Source: an optimization exercise on an open RTL-to-GDS flow (aim: small area and a short achievable clock period). Production flows keep margins and buffers that such runs may drop. Only simulation tests tie the RTL to the original design; equivalence was not proved. No driver is modelled on the clock port, so clock power and skew are understated where the tree is cut down; a real chip needs a root buffer or a tree. Power is estimated from default activity; no workload was simulated.

==> inputs of run a <==
==> flow/design.v <==
module moving_avg_filt(
  input clk,
  input signed [7:0] signal_in,
  output signed [7:0] signal_out
  );
  parameter N = 64;  
  reg signed [7:0] q [0:N-1];
  reg signed [8:0] d;
  reg signed [13:0] sum;
  reg [13:0] acc;
  reg [5:0] phase;
  reg load;
  reg keep;
  wire signed [13:0] acc_sum = {~acc[13], acc[12:0]};
  wire [7:0] acc_lo = keep ? acc[7:0] : 8'd0;
  wire [8:0] alo = {1'b0, acc_lo} + {1'b0, ~q[0][7], q[0][6:0]};
  wire [5:0] ahi_up = acc[13:8] + 6'd1;
  wire [5:0] ahi = keep ? (alo[8] ? ahi_up : acc[13:8]) : 6'd0;
  integer i;
  always @(posedge clk) begin
    q[0] <= signal_in;
    for (i = 0; i < N - 1; i = i + 1)
      q[i + 1] <= q[i];
    d <= signal_in - q[N-1];
    phase <= phase + 6'd1;
    load <= (phase == 6'd62);
    keep <= (phase != 6'd62);
    sum <= (load ? acc_sum : sum) + d;
    acc <= {ahi, alo[7:0]};
  end
  assign signal_out = sum[13:6];
endmodule
==> flow/flow/run.sh <==
#!/bin/bash
# Standard ORFS layout (standard synthesis unchanged) with port buffers of a
# plain buffer cell, no CTS dummy loads, a tighter setup repair target, and
# the clock tree reshaped after CTS (flow/clocktree.tcl).
set -euo pipefail
bash standard.sh \
  BUFFER_PORTS_ARGS="-buffer_cell sky130_fd_sc_hd__buf_2" \
  CTS_ARGS="-sink_clustering_enable -repair_clock_nets -dont_use_dummy_load -sink_clustering_size 34 -sink_clustering_max_diameter 70 -buf_list {sky130_fd_sc_hd__clkbuf_16}" \
  POST_CTS_TCL="$PWD/flow/clocktree.tcl" \
  SETUP_SLACK_MARGIN=5.6 \
  finish > flow.log 2>&1
==> flow/flow/clocktree.tcl <==
# Reshape the clock tree that CTS built into two levels of equal depth:
# 1. every clock buffer that the root buffer drives and that itself drives
#    only clock buffers is taken out; the leaf buffers it drove move up to the
#    root's net;
# 2. the leaf buffers are split into NROOT groups by position, and each group
#    gets a root buffer of its own, placed at the group's centre and fed by
#    the clock port.
# Every register's clock still passes exactly one root and one leaf buffer.
set nroot 4
set block [ord::get_db_block]
set clk_net [$block findNet clk]
set root ""
foreach it [$clk_net getITerms] {
  if {[$it isInputSignal]} { set root [$it getInst] }
}
set root_in [$root findITerm A]
set root_out [[$root findITerm X] getNet]
set removed 0
foreach it [$root_out getITerms] {
  set inst [$it getInst]
  if {$inst == $root} { continue }
  set x [$inst findITerm X]
  if {$x == "NULL" || $x == ""} { continue }
  set out [$x getNet]
  set loads {}
  set all_bufs 1
  foreach lt [$out getITerms] {
    if {[$lt getInst] == $inst} { continue }
    if {![string match "sky130_fd_sc_hd__clkbuf_*" [[[$lt getInst] getMaster] getName]]} { set all_bufs 0 }
    lappend loads $lt
  }
  if {!$all_bufs} { continue }
  foreach lt $loads {
    $lt disconnect
    $lt connect $root_out
  }
  $x disconnect
  $it disconnect
  odb::dbInst_destroy $inst
  odb::dbNet_destroy $out
  incr removed
}
puts "clocktree.tcl: removed $removed branch clock buffers"

# leaf buffers now on the root's net, with their centres
set leaves {}
foreach it [$root_out getITerms] {
  set inst [$it getInst]
  if {$inst == $root} { continue }
  set bb [$inst getBBox]
  lappend leaves [list $it [expr {([$bb xMin] + [$bb xMax]) / 2}] [expr {([$bb yMin] + [$bb yMax]) / 2}]]
}
set n [llength $leaves]
# k-means on leaf positions, seeded by the leaves sorted by angle round the centre
set cx 0; set cy 0
foreach l $leaves { set cx [expr {$cx + [lindex $l 1]}]; set cy [expr {$cy + [lindex $l 2]}] }
set cx [expr {double($cx) / $n}]; set cy [expr {double($cy) / $n}]
set byang [lsort -real -index 3 [lmap l $leaves { list {*}$l [expr {atan2([lindex $l 2] - $cy, [lindex $l 1] - $cx)}] }]]
set cent {}
for {set g 0} {$g < $nroot} {incr g} {
  set l [lindex $byang [expr {int(($g + 0.5) * $n / $nroot)}]]
  lappend cent [list [lindex $l 1] [lindex $l 2]]
}
for {set iter 0} {$iter < 20} {incr iter} {
  set grp {}
  foreach l $leaves {
    set best 0; set bd 1e30
    for {set g 0} {$g < $nroot} {incr g} {
      set dx [expr {[lindex $l 1] - [lindex $cent $g 0]}]
      set dy [expr {[lindex $l 2] - [lindex $cent $g 1]}]
      set dd [expr {$dx * $dx + $dy * $dy}]
      if {$dd < $bd} { set bd $dd; set best $g }
    }
    lappend grp $best
  }
  set newc {}
  for {set g 0} {$g < $nroot} {incr g} {
    set sx 0; set sy 0; set k 0
    foreach l $leaves gg $grp { if {$gg == $g} { set sx [expr {$sx + [lindex $l 1]}]; set sy [expr {$sy + [lindex $l 2]}]; incr k } }
    if {$k == 0} { lappend newc [lindex $cent $g] } else { lappend newc [list [expr {$sx / $k}] [expr {$sy / $k}]] }
  }
  set cent $newc
}
set master [$root getMaster]
for {set g 0} {$g < $nroot} {incr g} {
  if {$g == 0} {
    set inst $root
    set net $root_out
  } else {
    set inst [odb::dbInst_create $block $master "clkbuf_root_$g"]
    set net [odb::dbNet_create $block "clknet_root_$g"]
    $net setSigType CLOCK
    [$inst findITerm A] connect $clk_net
    [$inst findITerm X] connect $net
  }
  set k 0
  foreach l $leaves gg $grp {
    if {$gg != $g} { continue }
    incr k
    if {$g != 0} { [lindex $l 0] disconnect; [lindex $l 0] connect $net }
  }
  set w [$master getWidth]; set h [$master getHeight]
  $inst setLocation [expr {int([lindex $cent $g 0] - $w / 2)}] [expr {int([lindex $cent $g 1] - $h / 2)}]
  $inst setPlacementStatus PLACED
  puts "clocktree.tcl: root $g drives $k leaf buffers"
}
detailed_placement
estimate_parasitics -placement
report_clock_skew
==> flow/standard.sh <==
#!/bin/bash
# synth_recipe.tcl (not shown) runs the flow's synth.tcl, then flattens the netlist and writes it again
# the make line also repeats each setting of config.mk as NAME=value (left out here)
make -C /OpenROAD-flow-scripts/flow DESIGN_CONFIG=/design/flow/config.mk WORK_HOME=/design/flow/orfs CLKGATE_MAP_FILE= SYNTH_SCRIPT=/design/flow/synth_recipe.tcl "${@:-finish}"
==> flow/config.mk <==
export PLATFORM = sky130hd
export DESIGN_NAME = moving_avg_filt
export DESIGN_NICKNAME = moving_avg_filt
export VERILOG_FILES = /design/flow/design.v
export SDC_FILE = /design/flow/constraint.sdc
export NUM_CORES = 4
export LEC_CHECK = 0
export ABC_CLOCK_PERIOD_IN_PS = 2000
export CAP_MARGIN = 20
export CORE_MARGIN = 2
export CORE_UTILIZATION = 60
export HOLD_SLACK_MARGIN = 0
export PLACE_DENSITY = 0.75
export SLEW_MARGIN = 20
==> flow/constraint.sdc <==
create_clock -name core_clock -period 8.0 [get_ports {clk}]
set_input_delay 1.6000 -clock core_clock [delete_from_list [all_inputs] [get_ports {clk}]]
set_output_delay 1.6000 -clock core_clock [all_outputs]
set_load 0.01 [all_outputs]
==> run b: changes against run a <==
==> flow/flow/run.sh (replaced) <==
#!/bin/bash
# Standard ORFS layout (standard synthesis unchanged) with port buffers of a
# plain buffer cell, no CTS dummy loads, a tighter setup repair target, and
# the clock tree's branch level removed after CTS (flow/collapse.tcl).
set -euo pipefail
bash standard.sh \
  BUFFER_PORTS_ARGS="-buffer_cell sky130_fd_sc_hd__buf_2" \
  CTS_ARGS="-sink_clustering_enable -repair_clock_nets -dont_use_dummy_load -sink_clustering_size 28 -sink_clustering_max_diameter 60 -buf_list {sky130_fd_sc_hd__clkbuf_16}" \
  POST_CTS_TCL="$PWD/flow/collapse.tcl" \
  SETUP_SLACK_MARGIN=5.4 \
  finish > flow.log 2>&1
==> flow/flow/collapse.tcl (new file) <==
# Remove the branch level of the clock tree: every clock buffer that the root
# buffer drives and that itself drives only clock buffers is taken out, and the
# buffers it drove are fed by the root buffer directly. All leaf buffers stay
# one level below the root, so every register's clock keeps the same depth.
set block [ord::get_db_block]
set clk_net [$block findNet clk]
set root ""
foreach it [$clk_net getITerms] {
  if {[$it isInputSignal]} { set root [$it getInst] }
}
set root_out [[$root findITerm X] getNet]
set removed 0
foreach it [$root_out getITerms] {
  set inst [$it getInst]
  if {$inst == $root} { continue }
  set x [$inst findITerm X]
  if {$x == "NULL" || $x == ""} { continue }
  set out [$x getNet]
  set loads {}
  set all_bufs 1
  foreach lt [$out getITerms] {
    if {[$lt getInst] == $inst} { continue }
    if {![string match "sky130_fd_sc_hd__clkbuf_*" [[[$lt getInst] getMaster] getName]]} { set all_bufs 0 }
    lappend loads $lt
  }
  if {!$all_bufs} { continue }
  foreach lt $loads {
    $lt disconnect
    $lt connect $root_out
  }
  $x disconnect
  $it disconnect
  odb::dbInst_destroy $inst
  odb::dbNet_destroy $out
  incr removed
}
puts "collapse.tcl: removed $removed branch clock buffers"
estimate_parasitics -placement
report_clock_skew
removed: flow/flow/clocktree.tcl
==> comparison table <==
| quantity | run a | run b |
|---|---|---|
| Run status | timing/DRC/antenna clean | timing/DRC/antenna clean |
| Critical path launch point type | primary input | register |
| Met3 Track Usage GR | 3.000% | 4.727% |
| Post-DP HPWL | 9.133 mm | 9.070 mm |
| Area added between synthesis and finish | 9.520% | 8.091% |
| Met3 wirelength from detailed routing | 399 um | 403 um |
| Share of the clock period used by the worst path | 32.91% | 32.06% |
| First-pass GRT wire length | 25.94 mm | 25.81 mm |
| Multi-input gate area in the final layout | 1764 um2 | 1617 um2 |
| Detailed route wirelength on metal2 | 6.705 mm | 6.762 mm |
| Final routed wirelength across all metal layers | 15.45 mm | 15.57 mm |
| DRC marker count from the first detailed-route iteration | 252 | 220 |
| Maximum vdd ir drop | 0.1973 mV | 0.2056 mV |
| Number of non-filler instances in the completed layout | 1097 | 1095 |
| Flop pwr share | 64.2% | 64.6% |
| Internal power summed over all cells | 3.677 mW | 3.640 mW |
| Power share of the clock group | 25.9% | 27.5% |
| Utilization after layout | 67.03% | 66.16% |

## what the ideal ports hide
Ports are ideal in the flow. The routed layouts listed here were re-timed in OpenROAD.
Step 1, drivers: a clkbuf_16 drives clk and a buf_2 each remaining input, both assumed.
Step 2 also shifts input and output timing later by t, the mid clock arrival at the registers, as if the neighbouring blocks saw the same clock.
Slacks: ideal ports / drivers / drivers and shift; pairs: ideal ports / drivers.
| run | t (ns) | slack for setup (ns) | hold WS [ns] | worst setup path after step 2 | cell pins on the clock port's net |
|---|---|---|---|---|---|
| run a | 0.402 | 5.367 / 5.404 / 5.001 | 0.308 / 0.308 / 0.308 | input to register | 4 |
| run b | 0.568 | 5.435 / 5.389 / 4.938 | 0.286 / 0.286 / 0.286 | input to register | 1 |
After both steps every run listed still meets setup and hold. For run b, which loses most, drivers alone change the setup slack by -0.046 ns; drivers and shift together by -0.497 ns.
